This is an optimization exercise on Yosys and OpenROAD, whose aim is a short achievable clock period and few clock cycles, not a production implementation.
RTL that was checked went through simulation tests only; none was proved equivalent to the original.
Function not checked in runs 3 to 6: the RTL went through the layout flow alone.
Power is estimated from default activity; no workload was simulated.

$ cat flow/constraint.sdc
create_clock -name core_clock -period 5.0 [get_ports {clk}]
set_input_delay 1.0000 -clock core_clock [delete_from_list [all_inputs] [get_ports {clk}]]
set_output_delay 1.0000 -clock core_clock [all_outputs]
set_load 0.01 [all_outputs]
$ cat flow/design.v
module mips8_cpu(clk, rst, prog_len, imem_addr, imem_rdata, dmem_addr, dmem_rdata,
                 wb_en, wb_addr, wb_data, done, result);
   input clk;
   input rst;
   input [7:0] prog_len;
   output [7:0] imem_addr;
   input [31:0] imem_rdata;
   output [7:0] dmem_addr;
   input [7:0] dmem_rdata;
   output wb_en;
   output [4:0] wb_addr;
   output [7:0] wb_data;
   output done;
   output [7:0] result;
   localparam NB = 8;
   integer i;
   reg [7:0] len_r;
   always @(posedge clk) len_r <= prog_len;
   reg [7:0] rf [1:31];
   reg [7:0] A;
   reg       halted;
   reg       jrchk;
   reg [7:0] pcI;
   reg       vI;
   reg       predI;
   reg [2:0] idxI;
   reg       vD;
   reg [4:0] rsD, rtD, destD;
   reg [31:1] rsohD, rtohD;
   reg [7:0] immD, pcD, pc1D, tgtD;
   reg       adduD, sltD, jrD, beqD, bneD, jalD, lwD, addiuD, wenD, useRsD, useRtD;
   reg       pc1_geD;
   reg       predD;
   reg [2:0] idxD;
   reg       vE;
   reg [7:0] opA, opB, pcE, tgtE, next_eqE, next_neE;
   reg       redir_eqE, redir_neE, halt_eqE, halt_neE, tk_eqE, tk_neE;
   reg       sltE, jrE, brE, lwE, wenE;
   reg [4:0] destE;
   reg       predE;
   reg [2:0] idxE;
   reg       mV, mLoad;
   reg [4:0] mDest;
   reg [7:0] mRes;
   reg [7:0] dA;
   reg       wV, wLoad;
   reg [4:0] wDest;
   reg [7:0] wRes;
   reg       oV;
   reg [4:0] oDest;
   reg [7:0] oData;
   reg       done_r;
   reg       bv [0:NB-1];
   reg [7:0] btag [0:NB-1];
   reg [7:0] btgt [0:NB-1];
   reg [2:0] brr;
   reg       uAlloc, uInval;
   reg [7:0] uPc, uTgt;
   reg [2:0] uIdx;
   wire [7:0] sum = opA + opB;
   wire       lt  = $signed(opA) < $signed(opB);
   wire [7:0] resE = sltE ? {7'b0, lt} : sum;
   wire       eq  = (opA == opB);
   wire       redirE = vE & (eq ? redir_eqE : redir_neE);
   wire       haltE  = vE & (eq ? halt_eqE : halt_neE);
   wire       takenE = eq ? tk_eqE : tk_neE;
   wire [7:0] wdata = wLoad ? dmem_rdata : wRes;
   function [7:0] rdrf;
      input [31:1] oh;
      integer k;
      begin
         rdrf = 8'd0;
         for (k = 1; k < 32; k = k + 1)
            rdrf = rdrf | (oh[k] ? rf[k] : 8'd0);
      end
   endfunction
   function [7:0] fwd;
      input [4:0] r;
      input [7:0] rfv;
      reg mE, mM, mW, mO;
      begin
         mE = vE & wenE & (destE == r);
         mM = mV & (mDest == r);
         mW = wV & (wDest == r);
         mO = oV & (oDest == r);
         fwd = (mE ? resE : 8'd0)
             | ((~mE & mM) ? mRes : 8'd0)
             | ((~mE & ~mM & mW) ? wdata : 8'd0)
             | ((~mE & ~mM & ~mW & mO) ? oData : 8'd0)
             | ((~mE & ~mM & ~mW & ~mO) ? rfv : 8'd0);
      end
   endfunction
   wire [7:0] rsv = fwd(rsD, rdrf(rsohD));
   wire [7:0] rtv = fwd(rtD, rdrf(rtohD));
   wire hazE = vE & wenE & lwE & ((useRsD & (destE == rsD)) | (useRtD & (destE == rtD)));
   wire hazM = mV & mLoad & ((useRsD & (mDest == rsD)) | (useRtD & (mDest == rtD)));
   wire stallD = vD & (hazE | hazM);
   wire replayD = stallD & vI;
   wire tgt_geD = (tgtD >= len_r);
   wire tk_eqD = jalD | beqD;
   wire tk_neD = jalD | bneD;
   wire redir_eqD = jrD | (tk_eqD ? (~predD | tgt_geD) : (predD | pc1_geD));
   wire redir_neD = jrD | (tk_neD ? (~predD | tgt_geD) : (predD | pc1_geD));
   wire halt_eqD = ~jrD & (tk_eqD ? tgt_geD : pc1_geD);
   wire halt_neD = ~jrD & (tk_neD ? tgt_geD : pc1_geD);
   wire [31:0] ins = imem_rdata;
   wire [5:0] opI = ins[31:26];
   wire [5:0] fnI = ins[5:0];
   wire rformI = (opI == 6'b000000);
   wire adduI  = rformI & (fnI == 6'b100001);
   wire sltI   = rformI & (fnI == 6'b101010);
   wire jrI    = rformI & (fnI == 6'b001000);
   wire beqI   = (opI == 6'b000100);
   wire bneI   = (opI == 6'b000101);
   wire jalI   = (opI == 6'b000011);
   wire lwI    = (opI == 6'b010111);
   wire addiuI = (opI == 6'b001001);
   wire [4:0] rsI = ins[25:21];
   wire [4:0] rtI = ins[20:16];
   wire [4:0] destI = (adduI | sltI) ? ins[15:11] : (jalI ? 5'd31 : rtI);
   wire wenI = (adduI | sltI | jalI | lwI | addiuI) & (destI != 5'd0);
   wire [7:0] pc1I = pcI + 8'd1;
   wire [7:0] tgtI = jalI ? ins[7:0] : (pcI + ins[7:0]);
   reg [31:1] rsohI, rtohI;
   always @(*) begin
      for (i = 1; i < 32; i = i + 1) begin
         rsohI[i] = (rsI == i);
         rtohI[i] = (rtI == i);
      end
   end
   reg       hitF;
   reg [2:0] idxF;
   reg [7:0] btF;
   always @(*) begin
      hitF = 1'b0;
      idxF = 3'd0;
      btF  = 8'd0;
      for (i = 0; i < NB; i = i + 1) begin
         if (bv[i] && (btag[i] == A)) begin
            hitF = 1'b1;
            idxF = i;
            btF  = btF | btgt[i];
         end
      end
   end
   wire haltF = jrchk & (A >= len_r);
   wire [7:0] Apred = replayD ? pcI : (hitF ? btF : A + 8'd1);
   wire [7:0] Xeq = (vE & redir_eqE) ? (jrE ? opA : next_eqE) : Apred;
   wire [7:0] Xne = (vE & redir_neE) ? (jrE ? opA : next_neE) : Apred;
   wire [7:0] Anext = eq ? Xeq : Xne;
   always @(posedge clk) begin
      A <= Anext;
      pcI <= A;
      predI <= hitF;
      idxI <= idxF;
      if (~stallD) begin
         rsD <= rsI;
         rtD <= rtI;
         destD <= destI;
         rsohD <= rsohI;
         rtohD <= rtohI;
         immD <= ins[7:0];
         pcD <= pcI;
         pc1D <= pc1I;
         tgtD <= tgtI;
         pc1_geD <= (pc1I >= len_r);
         adduD <= adduI;
         sltD <= sltI;
         jrD <= jrI;
         beqD <= beqI;
         bneD <= bneI;
         jalD <= jalI;
         lwD <= lwI;
         addiuD <= addiuI;
         wenD <= wenI;
         useRsD <= adduI | sltI | jrI | beqI | bneI | lwI | addiuI;
         useRtD <= adduI | sltI | beqI | bneI;
         predD <= predI;
         idxD <= idxI;
      end
      opA <= jalD ? pc1D : rsv;
      opB <= (addiuD | lwD) ? immD : (jalD ? 8'd0 : rtv);
      pcE <= pcD;
      tgtE <= tgtD;
      next_eqE <= tk_eqD ? tgtD : pc1D;
      next_neE <= tk_neD ? tgtD : pc1D;
      redir_eqE <= redir_eqD;
      redir_neE <= redir_neD;
      halt_eqE <= halt_eqD;
      halt_neE <= halt_neD;
      tk_eqE <= tk_eqD;
      tk_neE <= tk_neD;
      sltE <= sltD;
      jrE <= jrD;
      brE <= beqD | bneD | jalD;
      lwE <= lwD;
      wenE <= wenD;
      destE <= destD;
      predE <= predD;
      idxE <= idxD;
      mLoad <= lwE;
      mDest <= destE;
      mRes <= resE;
      dA <= sum;
      wLoad <= mLoad;
      wDest <= mDest;
      wRes <= mRes;
      oDest <= wDest;
      oData <= wdata;
      uPc <= pcE;
      uTgt <= tgtE;
      uIdx <= idxE;
      if (uAlloc) begin
         btag[brr] <= uPc;
         btgt[brr] <= uTgt;
      end
      if (rst) begin
         halted <= 1'b0;
         jrchk <= 1'b0;
         vI <= 1'b0;
         vD <= 1'b0;
         vE <= 1'b0;
         mV <= 1'b0;
         wV <= 1'b0;
         oV <= 1'b0;
         done_r <= 1'b0;
         brr <= 3'd0;
         uAlloc <= 1'b0;
         uInval <= 1'b0;
         A <= 8'd0;
         for (i = 0; i < NB; i = i + 1) bv[i] <= 1'b0;
         for (i = 1; i < 32; i = i + 1) rf[i] <= 8'd0;
      end else begin
         halted <= halted | haltE | haltF;
         jrchk <= vE & jrE;
         vI <= ~halted & ~haltE & ~haltF & ~redirE & ~replayD;
         if (redirE) vD <= 1'b0;
         else if (~stallD) vD <= vI;
         vE <= vD & ~stallD & ~redirE;
         mV <= vE & wenE;
         wV <= mV;
         oV <= wV;
         if (oV) rf[oDest] <= oData;
         done_r <= (halted | haltE | haltF) & ~(vE & wenE) & ~mV & ~wV;
         uAlloc <= vE & brE & takenE & ~predE;
         uInval <= vE & brE & ~takenE & predE;
         if (uAlloc) begin
            bv[brr] <= 1'b1;
            brr <= brr + 3'd1;
         end else if (uInval) begin
            bv[uIdx] <= 1'b0;
         end
      end
   end
   assign imem_addr = A;
   assign dmem_addr = dA;
   assign wb_en = oV;
   assign wb_addr = oDest;
   assign wb_data = oData;
   assign done = done_r;
   assign result = rf[2];
endmodule
$ cat flow/run.sh
#!/bin/bash
# synth_recipe.tcl (not shown) runs the flow's synth.tcl, then flattens the netlist and writes it again
# the make line also repeats each setting of config.mk as NAME=value (left out here)
make -C /OpenROAD-flow-scripts/flow DESIGN_CONFIG=/design/flow/config.mk WORK_HOME=/design/flow/orfs CLKGATE_MAP_FILE= SYNTH_SCRIPT=/design/flow/synth_recipe.tcl finish
$ cat flow/config.mk
export PLATFORM = sky130hd
export DESIGN_NAME = mips8_cpu
export DESIGN_NICKNAME = mips8_cpu
export VERILOG_FILES = /design/flow/design.v
export SDC_FILE = /design/flow/constraint.sdc
export NUM_CORES = 4
export LEC_CHECK = 0
export ABC_CLOCK_PERIOD_IN_PS = 1500
export CAP_MARGIN = 20
export CORE_MARGIN = 2
export CORE_UTILIZATION = 30
export PLACE_DENSITY = 0.5
export SETUP_SLACK_MARGIN = 3.5
export SLEW_MARGIN = 20
==> results.py, run 1 <==
metrics = {
    "status": {
        "status": "no timing/DRC/antenna violations",
    },
    "placement": {
        "dp.cells": 3611,
        "place.gp.congestion": 1.017,
        "io_buffer_count": 85,
        "detailed_place_hpwl_um": 91150,
    },
    "synthesis": {
        "synth.most_common_cell": "edfxtp_1",
        "synth_area_sq_um": 29940,
        "post-synth-top-area-fraction_pct": 50.94,
        "ys_types": 77,
        "syn_inst": 2357,
        "yosysSeqAreaShare_pct": 62.84,
        "synthesis.nets": 2458,
        "synth_edf_count": 508,
        "async_flop_share_pct": 0,
        "ys_seq_elements": 686,
        "yosys_warnings": 1,
        "ys.flop_type": "edfxtp_1",
        "synth_area_leaders": "edfxtp_1 (51%), dfxtp_1 (12%), and2_1 (5.2%)",
        "yosysTopAreaCell": "edfxtp_1",
        "synth.avg_cell_area_sq_um": 12.70,
        "synth_commonest_cells": "edfxtp_1 (508), and2_1 (251), dfxtp_1 (178)",
    },
    "global_route": {
        "grt-ovfl-total": 0,
        "grt_max_degree": 34,
        "antenna_found_initial": 6,
        "grt_pass1_wl_um": 187600,
        "grt_use_total_pct": 26.56,
        "grt_pass1_vias": 22590,
    },
    "layout": {
        "n_antenna_cell": 0,
        "drive_above_1_share_pct": 44.67,
        "fin_cells": 4215,
        "area_growth_pct": 42.92,
        "fin_nets": 2964,
    },
    "timing": {
        "rsz0062_at_grt": "true",
        "slew_headroom_pct": 37.93,
        "layout_min_cycle_time_ns": 2.579,
        "hold_viol": 0,
        "tightest_slew_ns": 0.9305,
        "skew_ns": 0.02836,
        "fmax_mhz": 387.8,
        "drv_slew": 0,
        "tns_ns": 0,
        "finalCritPeriodShare_pct": 51.57,
        "setup_viol": 0,
    },
    "clock_network": {
        "holdBufCountCts": 0,
        "htree_levels": 3,
        "clock_latency_ns": 0.68,
        "clock_path_buffers": 3,
        "cts.sinks": 686,
        "numCtsBuffers": 78,
        "cts_root_buffer": "clkbuf_16",
        "clkTransAtPathRegs_ns": 0.06,
        "cts_tree": "yes",
    },
    "die": {
        "die_h_um": 319.9,
        "num_rows": 115,
        "die-width_um": 319.9,
        "core_sq_um": 98710,
        "ios": 89,
        "dieArea_sq_um": 102400,
        "initial_core_util_pct": 30.34,
    },
    "setup_path": {
        "worstPathArrival_ns": 3.14,
        "critPathKind": "flop to flop",
        "crit_path_cell_trace": "a222oi_1 -> nand4_1 -> nor3_4 -> o22ai_1 -> a221o_1 -> mux2_2",
        "slowest_delay_ns": 0.72,
        "cpLargestDelayFamily": "compound AO/OA/AOI/OAI gates",
        "critPathSlowestCell": "a222oi_1",
        "start_kind": "flop",
        "critPathRequiredTime_ns": 5.56,
        "critical_path_buf_inv_count": 0,
        "crit_path_end_kind": "flop",
        "path_max_fanout": 3,
    },
    "route": {
        "vias": 23400,
        "avgRoutedWirePerCell_um": 33.10,
        "drt_iter0_drc": 2981,
        "first_pass_iters": 8,
        "via_per_inst": 5.553,
        "drc": 0,
        "antenna_left": 0,
        "routed_wl_um": 139500,
    },
    "power_and_ir_drop": {
        "ir_drop_uv": 253.4,
        "p_per_area_nw_per_um2": 359.9,
        "leakage_nw": 16.18,
    },
    "job": {
        "max_cap_viol_count": 0,
    },
    "hold_path": {
        "hold_class": "flop to flop",
    },
}
-- cell families after synthesis --
kind of cell	after synthesis	share of synthesized area (%)
mux	45	1.634
fa+ha+maj	51	2.181
flops	686	62.84
buf+inv	191	2.808
xor+xnor	131	4.020
simple gates	790	14.43
compound gates	463	12.08
-- power breakdown --
group	internal [W]	total, W	switching (W)
Sequential	0.00655	0.00708	0.000534
Combinational	0.000983	0.00237	0.00138
Clock	0.00343	0.00595	0.00252
Total	0.0110	0.0154	0.00444
-- worst reg2reg max path, stage by stage, from the launching register on --
cell and delay, ns:
edfxtp_1 0.54, a222oi_1 0.73, nand4_1 0.26, nor3_4 0.23, o22ai_1 0.13, a221o_1 0.30
mux2_2 0.27
-- metrics by stage --
step | hold WS [ns] | setup slack [ns] | total power, W | utilization, % | area (sq um)
after floorplan | 0.3096 | 2.391 | 0.007760 | - | 31290
after CTS | 0.3260 | 2.556 | 0.01527 | 41.65 | 41120
after detailed placement | 0.3121 | 1.573 | 0.008853 | 33.42 | 32990
final | 0.3249 | 2.421 | 0.01540 | 43.36 | 42800
after global routing | 0.3337 | 2.479 | 0.01582 | 43.36 | 42800
after global placement | 0.3124 | 1.555 | 0.008834 | 33.42 | 32990
-- registers in the layout (all words and copies together) (netlist names), 31 cells and up --
| name | cells |
|---|---|
| rf | 248 |
| btag | 64 |
| btgt | 64 |
| rsohD | 31 |
| rtohD | 31 |
-- final timing paths --
check / startpoint / endpoint / slack [ns] / depth (start not counted)
min: idxE[0]$_DFF_P_ / uIdx[0]$_DFF_P_ / 0.32 / 0
max: rsohD[8]$_DFFE_PN_ / opA[5]$_DFF_P_ / 2.42 / 6
max reg2reg: rsohD[8]$_DFFE_PN_ / opA[5]$_DFF_P_ / 2.42 / 6
min reg2reg: idxE[0]$_DFF_P_ / uIdx[0]$_DFF_P_ / 0.32 / 0
-- layer usage --
layer | GRT usage (%) | up-vias | share of wire [%]
li1 | - | 9901 | -
met1 | 35.88 | 12030 | 42
met2 | 39.80 | 1146 | 43
met3 | 5.287 | 329 | 7.6
met4 | 14.95 | 2 | 6.6
met5 | 0 | - | 0.0093
-- layout by cell type (no fill, tap or decap), types with 20 or more instances in the layout --
cell type	instances
dfxtp_4	33
nand3_1	34
nand2_1	43
and2_4	107
xnor2_1	63
nor2_1	105
edfxtp_1	508
or2_4	33
dfxtp_1	123
clkbuf_16	84
a22oi_1	108
buf_6	180
xor2_1	32
buf_12	50
inv_1	30
xnor2_2	24
ha_1	31
buf_4	271
nor2_4	56
mux2_2	20
a22o_1	77
and2_1	144
clkdlybuf4s50_1	22
nand4_1	48
a21oi_2	22
a221oi_2	45
dfxtp_2	22
nor3_1	20
a221oi_1	23
a21oi_1	24
-- what timing repair did --
item | CTS | global route
setup endpoints to repair | 963 | 826
gates cloned | 10 | 8
hold endpoints to repair | 0 | 0
buffers inserted | 375 | 66
pin swaps | 227 | 130
gates resized for setup | 755 | 265
-- cell type report --
cell class	count	area, sq um
timing repair buffer	563	5759
clock buffer	104	2226
tap	1287	1610
multi-input combinational	1495	13620
inverter	39	157.7
fill	8889	55910
clock inverter	41	457.9
sequential	686	18970
Testbench counts, summed over its fixed seeds: cycles 29,391.
==> run 2: changes to the inputs <==
==> flow/config.mk (replaced) <==
export PLATFORM = sky130hd
export DESIGN_NAME = mips8_cpu
export DESIGN_NICKNAME = mips8_cpu
export VERILOG_FILES = /design/flow/design.v
export SDC_FILE = /design/flow/constraint.sdc
export NUM_CORES = 4
export LEC_CHECK = 0
export ABC_CLOCK_PERIOD_IN_PS = 2000
export CAP_MARGIN = 20
export CORE_MARGIN = 2
export CORE_UTILIZATION = 40
export PLACE_DENSITY = 0.6
export SETUP_SLACK_MARGIN = 3
export SLEW_MARGIN = 20
==> results.py, run 2 <==
metrics = {
    "timing": {
        "fmax_mhz": 397.8,
        "drv_slew": 0,
        "tightest_slew_ns": 1.014,
        "hold_viol": 0,
        "layout_min_cycle_time_ns": 2.514,
        "finalCritPeriodShare_pct": 50.27,
        "tns_ns": 0,
        "skew_ns": 0.03347,
        "setup_viol": 0,
        "rsz0062_at_grt": "true",
        "slew_headroom_pct": 32.39,
    },
    "global_route": {
        "grt_pass1_vias": 22470,
        "antenna_found_initial": 4,
        "grt_pass1_wl_um": 176300,
        "grt_max_degree": 40,
        "grt-ovfl-total": 0,
        "grt_use_total_pct": 33.02,
    },
    "setup_path": {
        "crit_start": "rtohD[14]$_DFFE_PN_",
        "cp_common_cell": "a211oi_2",
        "reg2reg_slack_ns": 2.49,
        "slowest_delay_ns": 0.42,
        "path_max_fanout": 2,
        "r2r_cells": 9,
        "r2r-start": "rtohD[14]$_DFFE_PN_",
        "crit_path_end_kind": "flop",
        "critPathKind": "flop to flop",
        "timing.rr.end": "opB[6]$_DFF_P_",
        "cpLargestDelayFamily": "compound AO/OA/AOI/OAI gates",
        "critPathRequiredTime_ns": 5.52,
        "critPathSlowestCell": "nor3_4",
        "worstPathArrival_ns": 3.04,
        "crit_path_cell_trace": "buf_4 -> a22o_1 -> a221oi_1 -> nand4_1 -> nor3_4 -> a211oi_2 -> a211oi_2 -> nor3_1 -> a221o_1",
        "start_kind": "flop",
        "critical_path_buf_inv_count": 1,
    },
    "synthesis": {
        "synth.most_common_cell": "edfxtp_1",
        "yosysTopAreaCell": "edfxtp_1",
        "yosys_warnings": 1,
        "yosysSeqAreaShare_pct": 62.84,
        "synth.avg_cell_area_sq_um": 12.70,
        "async_flop_share_pct": 0,
        "ys_types": 77,
        "synthesis.nets": 2458,
        "syn_inst": 2357,
        "ys_seq_elements": 686,
        "ys.flop_type": "edfxtp_1",
        "post-synth-top-area-fraction_pct": 50.94,
        "synth_edf_count": 508,
        "synth_area_sq_um": 29940,
        "synth_commonest_cells": "edfxtp_1 (508), and2_1 (251), dfxtp_1 (178)",
        "synth_area_leaders": "edfxtp_1 (51%), dfxtp_1 (12%), and2_1 (5.2%)",
    },
    "status": {
        "status": "no timing/DRC/antenna violations",
    },
    "placement": {
        "io_buffer_count": 85,
        "detailed_place_hpwl_um": 84820,
        "place.gp.congestion": 1.026,
        "dpl-instance-area_sq_um": 32200,
    },
    "power_and_ir_drop": {
        "leakage_nw": 15.31,
        "ir_drop_uv": 254.3,
        "p_per_area_nw_per_um2": 368.8,
    },
    "layout": {
        "largestRegisters": "rf x248, btag x64, btgt x64",
        "drive_above_1_share_pct": 35.78,
        "top_register": "rf",
        "fin_nets": 2901,
        "fin_area_sq_um": 40420,
        "area_growth_pct": 35.00,
        "mostFrequentLayoutCells": "edfxtp_1 (508), buf_4 (299), and2_1 (251)",
        "largest_reg_flops": 248,
        "final_common_cell": "edfxtp_1",
    },
    "route": {
        "routed_wl_um": 130900,
        "avgRoutedWirePerCell_um": 34.18,
        "drt_iter0_drc": 3182,
        "via_per_inst": 6.178,
        "drc": 0,
        "first_pass_iters": 6,
        "antenna_left": 0,
        "vias": 23660,
    },
    "clock_network": {
        "holdBufCountCts": 0,
        "htree_levels": 3,
        "cts_tree": "yes",
        "clock_path_buffers": 3,
        "clkTransAtPathRegs_ns": 0.06,
        "clock_latency_ns": 0.64,
        "numCtsBuffers": 74,
        "cts_root_buffer": "clkbuf_16",
        "cts.sinks": 686,
    },
    "die": {
        "num_rows": 100,
        "initial_core_util_pct": 40.29,
        "ios": 89,
        "die-width_um": 277.6,
        "die_h_um": 277.6,
        "dieArea_sq_um": 77060,
        "core_sq_um": 74320,
    },
    "hold_path": {
        "hold_class": "flop to flop",
        "hold-path-endpoint": "uTgt[6]$_DFF_P_",
        "hp-start": "tgtE[6]$_DFF_P_",
        "holdPathStages": 0,
    },
    "job": {
        "max_cap_viol_count": 0,
    },
}
==> run 2: cell families after synthesis <==
logic type	synth area share [%]
fa+ha+maj	2.181
mux	1.634
simple gates	14.43
compound gates	12.08
buf+inv	2.808
flops	62.84
xor+xnor	4.020
==> run 2: final cells by class <==
| type | count | area (sq um) |
|---|---|---|
| repair buffers | 497 | 4735 |
| fillers | 6038 | 33900 |
| well taps | 969 | 1212 |
| flip-flops and latches | 686 | 18950 |
| multi-input cells | 1502 | 12810 |
| inverters | 39 | 147.6 |
| clock inverters | 48 | 644.4 |
| diodes | 1 | 2.502 |
| clock buffers | 87 | 1921 |
==> run 2: worst max-delay path by stage <==
stage / endpoint / depth (start not counted)
2_1_floorplan: tgtD[7]$_DFFE_PN_ / 9
3_3_place_gp: tgtD[7]$_DFFE_PN_ / 10
3_5_place_dp: tgtD[7]$_DFFE_PN_ / 10
4_1_cts: opA[2]$_DFF_P_ / 8
5_1_grt: A[1]$_SDFF_PP0_ / 9
6_report: opB[6]$_DFF_P_ / 9
==> run 2: layer usage <==
layer / part of all wire [%] / track usage (%) / vias to the layer above
li1: - / - / 9805
met1: 39 / 43.75 / 11930
met2: 43 / 49.34 / 1526
met3: 10 / 6.965 / 396
met4: 7.6 / 21.03 / 2
met5: 0.0069 / 0 / -
==> run 2: stage by stage <==
step	instances	setup WS, ns	utilization, %	power, W	hold WS [ns]
global route	3828	2.375	54.39	0.01527	0.3278
floorplan	2357	2.391	-	0.007711	0.3096
finish	3829	2.486	54.39	0.01491	0.3225
detailed placement	3292	1.524	43.33	0.008713	0.3121
CTS	3744	2.546	52.51	0.01474	0.3142
global placement	3292	1.545	43.33	0.008686	0.3101
==> run 2: timing repair <==
action                                  CTS  global route
gates cloned                             16             6
buffers inserted                        301            78
gates resized for setup                 544           149
pin swaps                               160           111
hold endpoints to repair                  0             0
endpoints found under the setup margin  685           345
==> run 2: report_power, final <==
group / internal, W / total [W] / switching, W / leakage [nW]
Combinational: 0.000866 / 0.00212 / 0.00126 / 7.30
Sequential: 0.00654 / 0.00703 / 0.000493 / 6.76
Clock: 0.00333 / 0.00576 / 0.00242 / 1.25
Total: 0.0107 / 0.0149 / 0.00417 / 15.3
==> run 3: changes to the inputs <==
--- a/flow/design.v
+++ b/flow/design.v
@@ -31,4 +31,6 @@
    reg       adduD, sltD, jrD, beqD, bneD, jalD, lwD, addiuD, wenD, useRsD, useRtD;
    reg       pc1_geD;
+   reg       sEs, sMs, sWs, sOs, sRs, sEt, sMt, sWt, sOt, sRt;
+   reg       hzE, hzM;
    reg       predD;
    reg [2:0] idxD;
@@ -75,25 +77,9 @@
       end
    endfunction
-   function [7:0] fwd;
-      input [4:0] r;
-      input [7:0] rfv;
-      reg mE, mM, mW, mO;
-      begin
-         mE = vE & wenE & (destE == r);
-         mM = mV & (mDest == r);
-         mW = wV & (wDest == r);
-         mO = oV & (oDest == r);
-         fwd = (mE ? resE : 8'd0)
-             | ((~mE & mM) ? mRes : 8'd0)
-             | ((~mE & ~mM & mW) ? wdata : 8'd0)
-             | ((~mE & ~mM & ~mW & mO) ? oData : 8'd0)
-             | ((~mE & ~mM & ~mW & ~mO) ? rfv : 8'd0);
-      end
-   endfunction
-   wire [7:0] rsv = fwd(rsD, rdrf(rsohD));
-   wire [7:0] rtv = fwd(rtD, rdrf(rtohD));
-   wire hazE = vE & wenE & lwE & ((useRsD & (destE == rsD)) | (useRtD & (destE == rtD)));
-   wire hazM = mV & mLoad & ((useRsD & (mDest == rsD)) | (useRtD & (mDest == rtD)));
-   wire stallD = vD & (hazE | hazM);
+   wire [7:0] rsv = ({8{sEs}} & resE) | ({8{sMs}} & mRes) | ({8{sWs}} & wdata)
+                  | ({8{sOs}} & oData) | ({8{sRs}} & rdrf(rsohD));
+   wire [7:0] rtv = ({8{sEt}} & resE) | ({8{sMt}} & mRes) | ({8{sWt}} & wdata)
+                  | ({8{sOt}} & oData) | ({8{sRt}} & rdrf(rtohD));
+   wire stallD = vD & (hzE | hzM);
    wire replayD = stallD & vI;
    wire tgt_geD = (tgtD >= len_r);
@@ -122,4 +108,16 @@
    wire [7:0] pc1I = pcI + 8'd1;
    wire [7:0] tgtI = jalI ? ins[7:0] : (pcI + ins[7:0]);
+   wire useRsI = adduI | sltI | jrI | beqI | bneI | lwI | addiuI;
+   wire useRtI = adduI | sltI | beqI | bneI;
+   wire fEs = vD & wenD & (destD == rsI);
+   wire fMs = vE & wenE & (destE == rsI);
+   wire fWs = mV & (mDest == rsI);
+   wire fOs = wV & (wDest == rsI);
+   wire fEt = vD & wenD & (destD == rtI);
+   wire fMt = vE & wenE & (destE == rtI);
+   wire fWt = mV & (mDest == rtI);
+   wire fOt = wV & (wDest == rtI);
+   wire hzEI = vD & wenD & lwD & ((useRsI & (destD == rsI)) | (useRtI & (destD == rtI)));
+   wire hzMI = vE & wenE & lwE & ((useRsI & (destE == rsI)) | (useRtI & (destE == rtI)));
    reg [31:1] rsohI, rtohI;
    always @(*) begin
@@ -174,8 +172,25 @@
          addiuD <= addiuI;
          wenD <= wenI;
-         useRsD <= adduI | sltI | jrI | beqI | bneI | lwI | addiuI;
-         useRtD <= adduI | sltI | beqI | bneI;
          predD <= predI;
          idxD <= idxI;
+         useRsD <= useRsI;
+         useRtD <= useRtI;
+         sEs <= fEs;
+         sMs <= ~fEs & fMs;
+         sWs <= ~fEs & ~fMs & fWs;
+         sOs <= ~fEs & ~fMs & ~fWs & fOs;
+         sRs <= ~fEs & ~fMs & ~fWs & ~fOs;
+         sEt <= fEt;
+         sMt <= ~fEt & fMt;
+         sWt <= ~fEt & ~fMt & fWt;
+         sOt <= ~fEt & ~fMt & ~fWt & fOt;
+         sRt <= ~fEt & ~fMt & ~fWt & ~fOt;
+         hzE <= hzEI;
+         hzM <= hzMI;
+      end else begin
+         sEs <= 1'b0; sMs <= sEs; sWs <= sMs; sOs <= sWs; sRs <= sRs | sOs;
+         sEt <= 1'b0; sMt <= sEt; sWt <= sMt; sOt <= sWt; sRt <= sRt | sOt;
+         hzE <= 1'b0;
+         hzM <= hzE;
       end
       opA <= jalD ? pc1D : rsv;
==> results.py, run 3 <==
metrics = {
    "setup_path": {
        "critPathKind": "flop to flop",
        "worstPathArrival_ns": 2.90,
        "start_kind": "flop",
        "r2r-start": "A[1]$_SDFF_PP0_",
        "crit_start": "A[1]$_SDFF_PP0_",
        "critPathRequiredTime_ns": 5.53,
        "crit_path_end_kind": "flop",
        "path_max_fanout": 6,
    },
    "global_route": {
        "grt_max_degree": 48,
        "antenna_found_initial": 12,
        "globalRouteMet2Util_pct": 50.77,
        "met3_usage_pct": 10.02,
        "grt_pass1_vias": 22350,
        "top_usage_layer": "met2",
        "grt-ovfl-total": 0,
        "met1_usage_pct": 47.79,
        "grt_pass1_wl_um": 184800,
        "grt_use_total_pct": 35.22,
    },
    "route": {
        "drc": 0,
        "via_per_inst": 6.252,
        "first_pass_iters": 8,
        "drt_iter0_drc": 3247,
        "antenna_left": 0,
        "routed_wl_um": 137800,
        "avgRoutedWirePerCell_um": 36.54,
        "vias": 23580,
    },
    "die": {
        "die-width_um": 276.4,
        "ios": 89,
        "num_rows": 99,
        "initial_core_util_pct": 40.55,
        "dieArea_sq_um": 76420,
        "core_sq_um": 73210,
        "die_h_um": 276.4,
    },
    "placement": {
        "dp.cells": 3351,
        "io_buffer_count": 85,
        "place.gp.congestion": 0.9763,
        "detailed_place_hpwl_um": 84830,
        "dpl-instance-area_sq_um": 32320,
    },
    "synthesis": {
        "async_flop_share_pct": 0,
        "synthesis.nets": 2483,
        "synth.avg_cell_area_sq_um": 12.46,
        "yosysSeqAreaShare_pct": 62.98,
        "ys_types": 69,
        "yosys_warnings": 1,
        "post-synth-top-area-fraction_pct": 50.17,
        "synth.most_common_cell": "edfxtp_1",
        "ys_seq_elements": 686,
        "synth_area_sq_um": 29690,
        "synth_edf_count": 496,
        "ys.flop_type": "edfxtp_1",
        "yosysTopAreaCell": "edfxtp_1",
        "syn_inst": 2382,
        "synth_commonest_cells": "edfxtp_1 (496), and2_1 (259), dfxtp_1 (190)",
        "synth_area_leaders": "edfxtp_1 (50%), dfxtp_1 (13%), and2_1 (5.5%)",
    },
    "layout": {
        "fin_cells": 3772,
        "final_common_cell": "edfxtp_1",
        "multiInputGateArea_sq_um": 12130,
        "fillers": 6032,
        "area_growth_pct": 32.71,
        "largestRegisters": "rf x248, btag x64, btgt x64",
        "regArea_sq_um": 18830,
        "drive_above_1_share_pct": 31.99,
        "fin_nets": 2846,
        "largest_reg_flops": 248,
        "fin_area_sq_um": 39400,
        "top_register": "rf",
        "mostFrequentLayoutCells": "edfxtp_1 (496), and2_1 (255), buf_4 (239)",
    },
    "power_and_ir_drop": {
        "power_frac_comb_pct": 16.7,
        "internal_power_w": 0.01104,
        "ir_drop_uv": 299.4,
        "seq_power_share_pct": 45.0,
        "clkPwrFrac_pct": 38.3,
        "p_sw_w": 0.004296,
        "p_sw_share_pct": 28.02,
        "leakage_nw": 14.93,
        "p_per_area_nw_per_um2": 389.1,
    },
    "timing": {
        "drv_slew": 0,
        "setup_viol": 0,
        "slew_headroom_pct": 2.617,
        "rsz0062_at_grt": "true",
        "skew_ns": 0.03424,
        "fmax_mhz": 422.8,
        "layout_min_cycle_time_ns": 2.365,
        "hold_viol": 0,
        "hold_ws_ns": 0.3241,
        "tns_ns": 0,
        "finalCritPeriodShare_pct": 47.30,
        "tightest_slew_ns": 1.459,
    },
    "clock_network": {
        "cts.sinks": 686,
        "clock_path_buffers": 3,
        "cts_tree": "yes",
        "clock_latency_ns": 0.65,
        "numCtsBuffers": 76,
        "cts_root_buffer": "clkbuf_16",
        "holdBufCountCts": 0,
        "clkTransAtPathRegs_ns": 0.06,
        "htree_levels": 3,
    },
    "status": {
        "status": "no timing/DRC/antenna violations",
    },
    "hold_path": {
        "hp-start": "tgtE[6]$_DFF_P_",
        "hold_class": "flop to flop",
    },
    "job": {
        "max_cap_viol_count": 0,
    },
}
==> run 3: worst max-delay path: stages (launching register included) <==
cell and delay (ns):
dfxtp_4 0.40, buf_8 0.16, buf_4 0.14, xnor2_2 0.16, nand2_2 0.08, nor3_4 0.23
buf_6 0.15, nor4_4 0.04, and2_4 0.19, inv_6 0.09, buf_6 0.09, nand4b_1 0.17
o211ai_1 0.25, o21ai_1 0.09
==> run 3: cell type report <==
type                    instances  area share (%)
repair buffers                441           11.18
clock inverters                45           1.547
multi-input cells            1490           30.78
clock buffers                  95           5.110
repair inverters                1         0.01905
inverters                      49          0.4890
flip-flops and latches        686           47.79
diodes                          6         0.03811
well taps                     959           3.045
==> run 3: what timing repair did <==
item,4_1_cts,5_1_grt
cloned,8,0
setup buffers,203,64
hold endpoints to repair,0,0
pin swaps,139,133
endpoints found under the setup margin,687,216
resized for setup,504,183
==> run 3: power groups by stage <==
stage / Combinational (W) / Clock [W] / Sequential [W]
final: 0.00256 / 0.00587 / 0.00691
after global routing: 0.00263 / 0.00615 / 0.00692
after CTS: 0.00226 / 0.00592 / 0.00688
after detailed placement: 0.00155 / 0 / 0.00703
after global placement: 0.00154 / 0 / 0.00702
after floorplan: 0.000827 / 0 / 0.00683
==> run 3: final timing paths <==
kind,end,slack [ns],cells past startpoint
worst max register to register,A[2]$_SDFF_PP0_,2.64,13
worst min-delay path,uTgt[6]$_DFF_P_,0.32,0
worst max-delay path,A[2]$_SDFF_PP0_,2.64,13
worst min register to register,uTgt[6]$_DFF_P_,0.32,0
==> run 3: stage by stage <==
stage | setup WS [ns] | power (W) | util, %
2_1_floorplan | 2.192 | 0.007657 | -
3_3_place_gp | 1.531 | 0.008567 | 44.16
3_5_place_dp | 1.554 | 0.008584 | 44.16
4_1_cts | 2.645 | 0.01506 | 51.93
5_1_grt | 2.552 | 0.01570 | 53.80
6_report | 2.635 | 0.01533 | 53.82
==> run 3: cells by family (layout without fill, tap and decap cells) <==
family	after synthesis	after routing	share of synthesized area, %
AO/OA/AOI/OAI	483	483	12.73
buffers and inverters	207	631	2.811
AND/OR/NAND/NOR	802	803	14.60
XOR/XNOR	131	131	3.865
adder cells (fa/ha/maj)	51	51	2.200
flip-flops	686	686	62.98
multiplexers	22	22	0.8092
other	0	6	0
==> run 3: metal layers <==
metal,vias up,share of wire (%)
met5,-,0.068
met1,11890,40
met4,6,6.7
li1,9714,-
met2,1550,42
met3,427,11
==> run 4: changes to the inputs <==
--- a/flow/design.v
+++ b/flow/design.v
@@ -23,5 +23,5 @@
    reg [7:0] pcI;
    reg       vI;
-   reg       predI;
+   reg       predI;    
    reg [2:0] idxI;
    reg       vD;
@@ -33,5 +33,6 @@
    reg       sEs, sMs, sWs, sOs, sRs, sEt, sMt, sWt, sOt, sRt;
    reg       hzE, hzM;
-   reg       predD;
+   reg       predD;    
+   reg       btbD;     
    reg [2:0] idxD;
    reg       vE;
@@ -41,4 +42,5 @@
    reg [4:0] destE;
    reg       predE;
+   reg       btbE;
    reg [2:0] idxE;
    reg       mV, mLoad;
@@ -143,5 +145,6 @@
    end
    wire haltF = jrchk & (A >= len_r);
-   wire [7:0] Apred = replayD ? pcI : (hitF ? btF : A + 8'd1);
+   wire spI = vI & ~predI & ~stallD & (jalI | ((beqI | bneI) & ins[7]));
+   wire [7:0] Apred = replayD ? pcI : (spI ? tgtI : (hitF ? btF : A + 8'd1));
    wire [7:0] Xeq = (vE & redir_eqE) ? (jrE ? opA : next_eqE) : Apred;
    wire [7:0] Xne = (vE & redir_neE) ? (jrE ? opA : next_neE) : Apred;
@@ -172,5 +175,6 @@
          addiuD <= addiuI;
          wenD <= wenI;
-         predD <= predI;
+         predD <= predI | spI;
+         btbD <= predI;
          idxD <= idxI;
          useRsD <= useRsI;
@@ -213,4 +217,5 @@
       destE <= destD;
       predE <= predD;
+      btbE <= btbD;
       idxE <= idxD;
       mLoad <= lwE;
@@ -249,5 +254,5 @@
          halted <= halted | haltE | haltF;
          jrchk <= vE & jrE;
-         vI <= ~halted & ~haltE & ~haltF & ~redirE & ~replayD;
+         vI <= ~halted & ~haltE & ~haltF & ~redirE & ~replayD & ~spI;
          if (redirE) vD <= 1'b0;
          else if (~stallD) vD <= vI;
@@ -258,6 +263,6 @@
          if (oV) rf[oDest] <= oData;
          done_r <= (halted | haltE | haltF) & ~(vE & wenE) & ~mV & ~wV;
-         uAlloc <= vE & brE & takenE & ~predE;
-         uInval <= vE & brE & ~takenE & predE;
+         uAlloc <= vE & brE & takenE & ~btbE;
+         uInval <= vE & brE & ~takenE & btbE;
          if (uAlloc) begin
             bv[brr] <= 1'b1;
==> results.py, run 4 <==
metrics = {
    "die": {
        "num_rows": 99,
        "dieArea_sq_um": 76450,
        "ios": 89,
        "die-width_um": 276.5,
        "die_h_um": 276.5,
        "core_sq_um": 73210,
        "initial_core_util_pct": 40.57,
    },
    "layout": {
        "top_register": "rf",
        "utilization_pct": 52.73,
        "final_common_cell": "edfxtp_1",
        "largestRegisters": "rf x248, btag x64, btgt x64",
        "fin_nets": 2838,
        "mostFrequentLayoutCells": "edfxtp_1 (497), and2_1 (257), buf_4 (249)",
        "drive_above_1_share_pct": 30.15,
        "largest_reg_flops": 248,
        "fin_cells": 3757,
        "area_growth_pct": 29.97,
    },
    "setup_path": {
        "crit_end": "A[4]$_SDFF_PP0_",
        "crit_start": "pcI[0]$_DFF_P_",
        "reg2reg_slack_ns": 2.59,
        "path_max_fanout": 4,
        "critPathKind": "flop to flop",
        "timing.rr.end": "A[4]$_SDFF_PP0_",
        "worstPathArrival_ns": 3.00,
        "crit_path_cell_trace": "ha_4 -> inv_2 -> fa_2 -> nor2b_1 -> o21ai_1 -> nor3b_2 -> o31ai_2 -> buf_4 -> o22a_1 -> o21ai_2 -> a221oi_2 -> or2_1",
        "start_kind": "flop",
        "critPathSlowestCell": "dfxtp_4",
        "critical_path_buf_inv_count": 2,
        "critPathRequiredTime_ns": 5.59,
        "slowest_delay_ns": 0.42,
        "cpLargestDelayFamily": "compound AO/OA/AOI/OAI gates",
        "r2r_cells": 12,
        "r2r-start": "pcI[0]$_DFF_P_",
        "crit_path_end_kind": "flop",
        "cp.depth": 12,
    },
    "power_and_ir_drop": {
        "leakage_nw": 14.56,
        "seq_power_share_pct": 47.2,
        "p_per_area_nw_per_um2": 388.8,
        "power_frac_comb_pct": 15.2,
        "internal_power_w": 0.01075,
        "p_sw_w": 0.004262,
        "clkPwrFrac_pct": 37.7,
        "ir_drop_uv": 261.9,
        "p_sw_share_pct": 28.39,
    },
    "timing": {
        "layout_min_cycle_time_ns": 2.410,
        "slew_headroom_pct": 14.62,
        "finalCritPeriodShare_pct": 48.21,
        "skew_ns": 0.03135,
        "rsz0062_at_grt": "true",
        "setup_viol": 0,
        "tightest_slew_ns": 1.279,
        "hold_viol": 0,
        "drv_slew": 0,
        "fmax_mhz": 414.9,
        "tns_ns": 0,
    },
    "route": {
        "avgRoutedWirePerCell_um": 33.65,
        "routed_wl_um": 126400,
        "via_per_inst": 6.121,
        "first_pass_iters": 8,
        "drt_iter0_drc": 3096,
        "antenna_left": 0,
        "drc": 0,
        "vias": 23000,
    },
    "synthesis": {
        "ys.flop_type": "edfxtp_1",
        "yosysSeqAreaShare_pct": 63.06,
        "synthesis.nets": 2496,
        "synth_commonest_cells": "edfxtp_1 (497), and2_1 (258), dfxtp_1 (190)",
        "synth_area_sq_um": 29700,
        "synth_area_leaders": "edfxtp_1 (50%), dfxtp_1 (13%), and2_1 (5.4%)",
        "async_flop_share_pct": 0,
        "syn_inst": 2395,
        "synth.most_common_cell": "edfxtp_1",
        "yosysTopAreaCell": "edfxtp_1",
        "ys_types": 69,
        "synth_edf_count": 497,
        "yosys_warnings": 1,
        "post-synth-top-area-fraction_pct": 50.25,
        "ys_seq_elements": 687,
        "synth.avg_cell_area_sq_um": 12.40,
    },
    "global_route": {
        "antenna_found_initial": 5,
        "grt_pass1_vias": 21940,
        "grt_pass1_wl_um": 173500,
        "grt_max_degree": 72,
        "grt_use_total_pct": 32.54,
        "grt-ovfl-total": 0,
    },
    "clock_network": {
        "cts.sinks": 687,
        "cts_root_buffer": "clkbuf_16",
        "clock_path_buffers": 3,
        "numCtsBuffers": 74,
        "htree_levels": 3,
        "cts_tree": "yes",
        "clock_latency_ns": 0.65,
        "holdBufCountCts": 0,
        "clkTransAtPathRegs_ns": 0.06,
    },
    "placement": {
        "detailed_place_hpwl_um": 87220,
        "place.gp.congestion": 1.025,
        "io_buffer_count": 85,
        "dp.cells": 3331,
    },
    "job": {
        "max_cap_viol_count": 0,
    },
    "hold_path": {
        "hold_class": "flop to flop",
    },
    "status": {
        "status": "no timing/DRC/antenna violations",
    },
}
[run 4: cell types whose count changed in the layout (fill, tap and decap cells not counted), sizes merged, moves of 10 or more]
cell    change
nand2      +29
buf        -18
a21oi      +11
a22oi      -11
nand2b     -10
[run 4: how the worst min path moves through the flow]
stage               slack (ns)  depth (start not counted)              end             from
finish                    0.32                          0  uIdx[1]$_DFF_P_  idxE[1]$_DFF_P_
global route              0.32                          0  uTgt[5]$_DFF_P_  tgtE[5]$_DFF_P_
CTS                       0.32                          0  uTgt[5]$_DFF_P_  tgtE[5]$_DFF_P_
detailed placement        0.31                          0  uIdx[1]$_DFF_P_  idxE[1]$_DFF_P_
global placement          0.31                          0   uPc[0]$_DFF_P_   pcE[0]$_DFF_P_
floorplan                 0.31                          0  uIdx[0]$_DFF_P_  idxE[0]$_DFF_P_
[run 4: cell type report]
| type | count | area (sq um) |
|---|---|---|
| clock buffers | 95 | 1992 |
| well taps | 959 | 1200 |
| repair buffers | 414 | 3824 |
| fillers | 6138 | 34600 |
| multi-input cells | 1503 | 11960 |
| clock inverters | 40 | 513.0 |
| inverters | 56 | 244.0 |
| diodes | 2 | 5.005 |
| flip-flops and latches | 687 | 18860 |
| repair inverters | 1 | 8.758 |
[run 4: per-layer routing]
layer / wire length, um / up-vias / track usage (%)
met2: 54050 / 1381 / 47.96
met4: 6892 / 0 / 15.47
met5: 0 / - / 0
met3: 12870 / 292 / 6.895
li1: - / 9669 / -
met1: 52620 / 11650 / 45.73
[run 4: power groups by stage]
stage          Combinational, W  Sequential [W]  Clock [W]
2_1_floorplan          0.000853         0.00689          0
3_3_place_gp            0.00158         0.00718          0
3_5_place_dp            0.00160         0.00719          0
4_1_cts                 0.00210         0.00704    0.00572
5_1_grt                 0.00238         0.00709    0.00594
6_report                0.00228         0.00708    0.00565
[run 4: logic make-up after synthesis]
family / after synthesis / synth area share, %
AND/OR/NAND/NOR: 797 / 14.27
flip-flops: 687 / 63.06
AO/OA/AOI/OAI: 503 / 13.12
buffers and inverters: 206 / 2.755
XOR/XNOR: 128 / 3.775
adder cells (fa/ha/maj): 51 / 2.199
multiplexers: 23 / 0.8257
[run 4: through the flow]
step                      setup WS, ns  hold WS (ns)  total power, W  area [sq um]
final                            2.590        0.3217         0.01501         38600
after global routing             2.467        0.3222         0.01541         38600
after CTS                        2.632        0.3225         0.01486         37780
after detailed placement         1.137        0.3121        0.008794         31980
after global placement           1.135        0.3102        0.008761         31980
after floorplan                  2.259        0.3096        0.007746         30360
[run 4: worst register-to-register path, stage by stage, from the launching register on]
cell,delay (ns)
dfxtp_4,0.42
ha_4,0.16
inv_2,0.04
fa_2,0.33
nor2b_1,0.12
o21ai_1,0.08
nor3b_2,0.16
o31ai_2,0.21
buf_4,0.16
o22a_1,0.19
o21ai_2,0.09
a221oi_2,0.27
or2_1,0.12
[run 4: timing repair]
item                       in CTS  in global routing
pin swaps                     111                 82
setup buffers                 243                 43
setup endpoints to repair     540                185
resized for setup             563                125
cloned                          3                  0
==> run 5: changes to the inputs <==
--- a/flow/design.v
+++ b/flow/design.v
@@ -129,22 +129,27 @@
       end
    end
-   reg       hitF;
+   wire [7:0] Aseq = A + 8'd1;
+   reg       hitN;
+   reg [2:0] idxN;
+   reg [7:0] btN;
+   always @(*) begin
+      hitN = 1'b0;
+      idxN = 3'd0;
+      btN  = 8'd0;
+      for (i = 0; i < NB; i = i + 1) begin
+         if (bv[i] && (btag[i] == Aseq)) begin
+            hitN = 1'b1;
+            idxN = i;
+            btN  = btN | btgt[i];
+         end
+      end
+   end
+   reg       hitS, seqS;
    reg [2:0] idxF;
    reg [7:0] btF;
-   always @(*) begin
-      hitF = 1'b0;
-      idxF = 3'd0;
-      btF  = 8'd0;
-      for (i = 0; i < NB; i = i + 1) begin
-         if (bv[i] && (btag[i] == A)) begin
-            hitF = 1'b1;
-            idxF = i;
-            btF  = btF | btgt[i];
-         end
-      end
-   end
+   wire      hitF = hitS & seqS;
    wire haltF = jrchk & (A >= len_r);
    wire spI = vI & ~predI & ~stallD & (jalI | ((beqI | bneI) & ins[7]));
-   wire [7:0] Apred = replayD ? pcI : (spI ? tgtI : (hitF ? btF : A + 8'd1));
+   wire [7:0] Apred = replayD ? pcI : (spI ? tgtI : (hitF ? btF : Aseq));
    wire [7:0] Xeq = (vE & redir_eqE) ? (jrE ? opA : next_eqE) : Apred;
    wire [7:0] Xne = (vE & redir_neE) ? (jrE ? opA : next_neE) : Apred;
@@ -155,4 +160,7 @@
       predI <= hitF;
       idxI <= idxF;
+      hitS <= hitN;
+      idxF <= idxN;
+      btF <= btN;
       if (~stallD) begin
          rsD <= rsI;
@@ -249,8 +257,10 @@
          uInval <= 1'b0;
          A <= 8'd0;
+         seqS <= 1'b0;
          for (i = 0; i < NB; i = i + 1) bv[i] <= 1'b0;
          for (i = 1; i < 32; i = i + 1) rf[i] <= 8'd0;
       end else begin
          halted <= halted | haltE | haltF;
+         seqS <= ~redirE & ~replayD & ~spI & ~hitF;
          jrchk <= vE & jrE;
          vI <= ~halted & ~haltE & ~haltF & ~redirE & ~replayD & ~spI;
--- a/flow/config.mk
+++ b/flow/config.mk
@@ -10,4 +10,6 @@
 export CORE_MARGIN = 2
 export CORE_UTILIZATION = 40
+export CTS_CLUSTER_DIAMETER = 80
+export CTS_CLUSTER_SIZE = 20
 export PLACE_DENSITY = 0.6
 export SETUP_SLACK_MARGIN = 3
==> results.py, run 5 <==
metrics = {
    "synthesis": {
        "ys_seq_elements": 700,
        "yosysTopAreaCell": "edfxtp_1",
        "ys_types": 83,
        "synth.avg_cell_area_sq_um": 12.48,
        "synth_area_leaders": "edfxtp_1 (49%), dfxtp_1 (13%), and2_1 (5.2%)",
        "synth_edf_count": 497,
        "ys.flop_type": "edfxtp_1",
        "yosysSeqAreaShare_pct": 62.50,
        "yosys_warnings": 1,
        "synthesis.nets": 2535,
        "synth.most_common_cell": "edfxtp_1",
        "synth_area_sq_um": 30380,
        "syn_inst": 2434,
        "async_flop_share_pct": 0,
        "post-synth-top-area-fraction_pct": 49.12,
        "synth_commonest_cells": "edfxtp_1 (497), and2_1 (254), dfxtp_1 (203)",
    },
    "clock_network": {
        "clock_path_buffers": 3,
        "cts.sinks": 700,
        "clock_latency_ns": 0.64,
        "numCtsBuffers": 46,
        "cts_root_buffer": "clkbuf_16",
        "htree_levels": 2,
        "cts_tree": "yes",
        "clkTransAtPathRegs_ns": 0.08,
    },
    "timing": {
        "tightest_slew_ns": 1.179,
        "fmax_mhz": 390.5,
        "slew_headroom_pct": 21.30,
        "setup_slack_ns": 2.439,
        "drv_slew": 0,
        "skew_ns": 0.03683,
        "hold_viol": 0,
        "setup_viol": 0,
        "tns_ns": 0,
        "rsz0062_at_grt": "true",
        "layout_min_cycle_time_ns": 2.561,
        "finalCritPeriodShare_pct": 51.22,
    },
    "power_and_ir_drop": {
        "leakage_nw": 14.57,
        "total_power_w": 0.01365,
        "ir_drop_uv": 263.9,
        "p_per_area_nw_per_um2": 350.5,
    },
    "global_route": {
        "grt_max_degree": 64,
        "antenna_found_initial": 9,
        "grt_pass1_vias": 22230,
        "grt-ovfl-total": 0,
        "grt_pass1_wl_um": 181900,
        "grt_use_total_pct": 33.85,
    },
    "setup_path": {
        "r2r-start": "A[0]$_SDFF_PP0_",
        "path_max_fanout": 8,
        "reg2reg_slack_ns": 2.44,
        "r2r_cells": 12,
        "worstPathArrival_ns": 3.08,
        "crit_path_end_kind": "flop",
        "timing.rr.end": "idxF[0]$_SDFF_PP1_",
        "critPathRequiredTime_ns": 5.52,
        "start_kind": "flop",
        "critPathKind": "flop to flop",
    },
    "layout": {
        "mostFrequentLayoutCells": "edfxtp_1 (497), and2_1 (254), buf_4 (253)",
        "fillers": 6507,
        "multiInputGateArea_sq_um": 12630,
        "fin_nets": 2880,
        "largest_reg_flops": 248,
        "regArea_sq_um": 19130,
        "drive_above_1_share_pct": 31.43,
        "fin_area_sq_um": 38930,
        "area_growth_pct": 28.13,
        "final_common_cell": "edfxtp_1",
        "largestRegisters": "rf x248, btag x64, btgt x64",
        "utilization_pct": 51.52,
        "top_register": "rf",
    },
    "die": {
        "ios": 89,
        "die-width_um": 279.6,
        "initial_core_util_pct": 40.20,
        "die_h_um": 279.6,
        "num_rows": 101,
        "core_sq_um": 75570,
        "dieArea_sq_um": 78180,
    },
    "route": {
        "via_per_inst": 6.140,
        "first_pass_iters": 7,
        "wl_met1_um": 53970,
        "wl_met2_um": 59070,
        "vias": 23300,
        "avgRoutedWirePerCell_um": 35.45,
        "drt_iter0_drc": 2655,
        "drc": 0,
        "wl_met3_um": 13130,
        "routed.top_layer": "met5",
        "antenna_left": 0,
        "routed_wl_um": 134500,
    },
    "hold_path": {
        "holdPathStages": 0,
        "hold_class": "flop to flop",
        "hold-path-endpoint": "uTgt[1]$_DFF_P_",
        "hp-start": "tgtE[1]$_DFF_P_",
    },
    "placement": {
        "pre_cts_ws_ns": 1.155,
        "detailed_place_hpwl_um": 89220,
        "dpl-instance-area_sq_um": 32800,
        "io_buffer_count": 85,
        "place.gp.congestion": 1.006,
    },
    "job": {
        "max_cap_viol_count": 0,
    },
    "status": {
        "status": "no timing/DRC/antenna violations",
    },
}
## run 5: changes by cell type after synthesis, sizes merged, moves of 11 or more
cell	before	now
nor2b	9	21
xnor2	91	71
nand2	118	107
dfxtp	190	203
xor2	37	53
a21oi	57	74
## run 5: how the worst max path moves through the flow
stage	depth (start not counted)	slack [ns]	end	startpoint
final	12	2.44	idxF[0]$_SDFF_PP1_	A[0]$_SDFF_PP0_
after CTS	11	2.49	btF[6]$_DFF_P_	A[0]$_SDFF_PP0_
after global routing	14	2.40	vI$_SDFF_PP0_	A[0]$_SDFF_PP0_
after floorplan	11	2.09	A[6]$_SDFF_PP0_	imem_rdata[0]
after detailed placement	10	1.15	A[6]$_SDFF_PP0_	imem_rdata[29]
after global placement	12	1.16	A[6]$_SDFF_PP0_	imem_rdata[0]
## run 5: cells by family after synthesis
group           after synthesis  synth area share (%)
simple gates                798                 14.42
flops                       700                 62.50
mux                          30                 1.046
buf+inv                     201                 2.603
compound gates              528                 13.37
xor+xnor                    124                 3.846
fa+ha+maj                    53                 2.216
## run 5: worst max-delay path: stages, from the launching register on
cell	delay (ns)
dfxtp_4	0.41
ha_4	0.23
nand3_4	0.14
xnor2_4	0.18
buf_6	0.13
buf_6	0.10
xnor2_1	0.12
or4_4	0.55
nor4_4	0.20
buf_6	0.18
buf_4	0.12
a21oi_2	0.03
o31ai_1	0.05
## run 5: what timing repair did
item | 4_1_cts | 5_1_grt
hold buffers | 0 | 0
endpoints found under the setup margin | 753 | 243
pin swaps | 132 | 94
cloned | 9 | 0
gates resized for setup | 620 | 150
setup buffers | 256 | 46
## run 5: report_power, final
group	total, W	switching, W	internal, W
Combinational	0.00260	0.00148	0.00112
Clock	0.00397	0.00213	0.00183
Sequential	0.00708	0.000450	0.00663
## run 5: layout make-up
cell class / instances / area share, %
Multi-Input combinational cell: 1534 / 32.43
Timing Repair Buffer: 444 / 10.95
Inverter: 52 / 0.6010
Timing Repair inverter: 1 / 0.04178
Sequential cell: 700 / 49.15
Clock inverter: 18 / 0.5175
Tap cell: 978 / 3.143
Clock buffer: 67 / 3.159
Antenna cell: 1 / 0.006428
## run 5: metal layers
layer / global-route usage, % / up-vias
li1: - / 9859
met1: 44.82 / 11810
met2: 51.54 / 1307
met3: 8.324 / 318
met4: 17.56 / 2
met5: 0 / -
## run 5: metrics by stage
| stage | hold slack (ns) | cells |
|---|---|---|
| finish | 0.3285 | 3795 |
| global route | 0.3365 | 3794 |
| CTS | 0.3312 | 3748 |
| detailed placement | 0.3121 | 3398 |
| global placement | 0.3100 | 3398 |
| floorplan | 0.3096 | 2434 |
==> run 6: changes to the inputs <==
--- a/flow/config.mk
+++ b/flow/config.mk
@@ -10,6 +10,4 @@
 export CORE_MARGIN = 2
 export CORE_UTILIZATION = 40
-export CTS_CLUSTER_DIAMETER = 80
-export CTS_CLUSTER_SIZE = 20
 export PLACE_DENSITY = 0.6
 export SETUP_SLACK_MARGIN = 3
==> results.py, run 6 <==
metrics = {
    "clock_network": {
        "cts_tree": "yes",
        "clock_latency_ns": 0.64,
        "cts.sinks": 700,
        "holdBufCountCts": 0,
        "htree_levels": 3,
        "clock_path_buffers": 3,
        "cts_root_buffer": "clkbuf_16",
        "numCtsBuffers": 76,
        "clkTransAtPathRegs_ns": 0.06,
    },
    "synthesis": {
        "synth.most_common_cell": "edfxtp_1",
        "yosys_warnings": 1,
        "ys.flop_type": "edfxtp_1",
        "yosysTopAreaCell": "edfxtp_1",
        "ys_seq_elements": 700,
        "synth_edf_count": 497,
        "synth.avg_cell_area_sq_um": 12.48,
        "post-synth-top-area-fraction_pct": 49.12,
        "synth_area_sq_um": 30380,
        "syn_inst": 2434,
        "ys_types": 83,
        "yosysSeqAreaShare_pct": 62.50,
        "async_flop_share_pct": 0,
        "synth_commonest_cells": "edfxtp_1 (497), and2_1 (254), dfxtp_1 (203)",
        "synthesis.nets": 2535,
        "synth_area_leaders": "edfxtp_1 (49%), dfxtp_1 (13%), and2_1 (5.2%)",
    },
    "die": {
        "die-width_um": 279.6,
        "dieArea_sq_um": 78180,
        "ios": 89,
        "num_rows": 101,
        "initial_core_util_pct": 40.20,
        "die_h_um": 279.6,
        "core_sq_um": 75570,
    },
    "layout": {
        "area_growth_pct": 31.12,
        "drive_above_1_share_pct": 32.08,
        "largestRegisters": "rf x248, btag x64, btgt x64",
        "largest_reg_flops": 248,
        "top_register": "rf",
        "final_common_cell": "edfxtp_1",
        "fin_nets": 2902,
        "mostFrequentLayoutCells": "edfxtp_1 (497), buf_4 (256), and2_1 (253)",
    },
    "route": {
        "vias": 23700,
        "wl_met3_um": 13460,
        "antenna_left": 0,
        "routed_wl_um": 135300,
        "via_per_inst": 6.170,
        "drt_iter0_drc": 2985,
        "avgRoutedWirePerCell_um": 35.22,
        "drc": 0,
        "routed.top_layer": "met4",
        "wl_met2_um": 59560,
        "first_pass_iters": 6,
        "wl_met1_um": 54510,
    },
    "placement": {
        "place.gp.congestion": 1.006,
        "detailed_place_hpwl_um": 89220,
        "pre_cts_ws_ns": 1.155,
        "io_buffer_count": 85,
    },
    "timing": {
        "layout_min_cycle_time_ns": 2.525,
        "tns_ns": 0,
        "tightest_slew_ns": 1.181,
        "drv_slew": 0,
        "hold_viol": 0,
        "rsz0062_at_grt": "true",
        "skew_ns": 0.02335,
        "slew_headroom_pct": 21.14,
        "setup_slack_ns": 2.475,
        "fmax_mhz": 396.1,
        "setup_viol": 0,
        "finalCritPeriodShare_pct": 50.49,
    },
    "global_route": {
        "grt_pass1_wl_um": 183300,
        "grt_use_total_pct": 34.13,
        "grt_pass1_vias": 22630,
        "grt_max_degree": 64,
        "antenna_found_initial": 8,
        "grt-ovfl-total": 0,
    },
    "setup_path": {
        "crit_path_cell_trace": "ha_4 -> nand3_4 -> xnor2_4 -> buf_6 -> xnor2_2 -> or4_4 -> nor4_4 -> buf_6 -> buf_4 -> a21oi_2 -> o31ai_1",
        "cp_common_cell": "buf_6",
        "worstPathArrival_ns": 3.06,
        "critPathRequiredTime_ns": 5.53,
        "critical_path_buf_inv_count": 3,
        "cpLargestDelayFamily": "simple AND/OR/NAND/NOR gates",
        "critPathKind": "flop to flop",
        "path_max_fanout": 9,
        "r2r_cells": 11,
        "start_kind": "flop",
        "slowest_delay_ns": 0.55,
        "cp.depth": 11,
        "critPathSlowestCell": "or4_4",
        "crit_path_end_kind": "flop",
    },
    "power_and_ir_drop": {
        "leakage_nw": 15.02,
        "p_per_area_nw_per_um2": 388.0,
        "total_power_w": 0.01546,
        "ir_drop_uv": 268.7,
    },
    "status": {
        "status": "no timing/DRC/antenna violations",
    },
    "hold_path": {
        "hold_class": "flop to flop",
        "holdPathStages": 0,
    },
    "job": {
        "max_cap_viol_count": 0,
    },
}
-- run 6: cell counts after synthesis --
Identical to the previous run, type by type.
-- run 6: layout make-up --
cell class                      instances  area [sq um]
Antenna cell                            1         2.502
Clock buffer                           98          2100
Clock inverter                         41         440.4
Fill cell                            6380         35730
Inverter                               52         235.2
Multi-Input combinational cell       1534         12530
Sequential cell                       700         19130
Tap cell                              978          1224
Timing Repair Buffer                  436          4164
Timing Repair inverter                  1         16.27
-- run 6: per-stage QoR --
stage / hold slack (ns) / area [sq um] / utilization, % / instances
finish: 0.3205 / 39840 / 52.72 / 3841
global route: 0.3264 / 39840 / 52.72 / 3840
CTS: 0.3232 / 38960 / 51.55 / 3792
detailed placement: 0.3121 / 32800 / 43.40 / 3398
global placement: 0.3100 / 32800 / 43.40 / 3398
floorplan: 0.3096 / 31100 / - / 2434
-- run 6: kinds of logic after synthesis --
family,count (synthesis),synth area share (%)
buffers and inverters,201,2.603
AND/OR/NAND/NOR,798,14.42
XOR/XNOR,124,3.846
AO/OA/AOI/OAI,528,13.37
adder cells (fa/ha/maj),53,2.216
flip-flops,700,62.50
multiplexers,30,1.046
-- run 6: timing repair --
action | in CTS | in global routing
gates cloned | 9 | 0
buffers inserted | 246 | 48
setup endpoints to repair | 752 | 216
resized for setup | 608 | 130
pin swaps | 129 | 86
-- run 6: path summary, 6_finish.rpt --
path | start | endpoint | slack, ns
max reg2reg | A[0]$_SDFF_PP0_ | idxF[0]$_SDFF_PP1_ | 2.48
min reg2reg | pcE[2]$_DFF_P_ | uPc[2]$_DFF_P_ | 0.32
max | A[0]$_SDFF_PP0_ | idxF[0]$_SDFF_PP1_ | 2.48
min | pcE[2]$_DFF_P_ | uPc[2]$_DFF_P_ | 0.32
-- run 6: where the power goes --
group          internal (W)  total, W  switching, W
clock               0.00339   0.00580       0.00240
combinational       0.00110   0.00257       0.00147
sequential          0.00664   0.00709      0.000446
-- run 6: worst reg2reg max path, delay by kind of cell (launching register included) --
kind | cells | cell delay [ns]
AOI/OAI and AO/OA | 2 | 0.08
xor gates and xnor gates | 2 | 0.31
adders and majority gates | 1 | 0.20
buffers and inverters | 3 | 0.48
DFF | 1 | 0.40
and+or+nand+nor | 3 | 0.96
-- run 6: per-layer routing --
metal | up-vias | GRT usage, %
li1 | 9924 | -
met1 | 12000 | 45.44
met2 | 1441 | 51.63
met3 | 338 | 9.108
met4 | 0 | 16.60
met5 | - | 0.1876

what the ideal ports hide:
The flow's constraints put no driver on any port. The routed layouts listed below were extracted and timed again, unchanged, in two steps.
Step 1, drivers: a clkbuf_16 drives clk and a buf_2 each remaining input, both assumed.
Step 2 times the ports against the registers' clock, not the clock port: input delays grow and output delays shrink by t, the midpoint of the rising clock arrivals with the driver on.
Slacks: ideal / step 1 / step 2; pairs: ideal / step 1.
run	shift t [ns]	setup WS [ns]	hold slack, ns	clock arrival spread, ns
run 1	0.738	2.421 / 2.421 / 2.101	0.325 / 0.325 / 0.325	0.031 / 0.031
run 2	0.695	2.486 / 2.486 / 2.206	0.322 / 0.322 / 0.322	0.041 / 0.042
run 3	0.701	2.635 / 2.635 / 2.226	0.324 / 0.324 / 0.324	0.041 / 0.042
run 4	0.703	2.590 / 2.575 / 1.888	0.322 / 0.322 / 0.322	0.037 / 0.036
run 5	0.684	2.439 / 2.439 / 1.812	0.329 / 0.329 / 0.329	0.053 / 0.053
run 6	0.696	2.475 / 2.475 / 1.826	0.320 / 0.320 / 0.320	0.027 / 0.027
After both steps setup and hold are still met in every run listed. For run 4, which loses most, drivers alone change the setup slack by -0.015 ns; drivers and shift together by -0.702 ns.
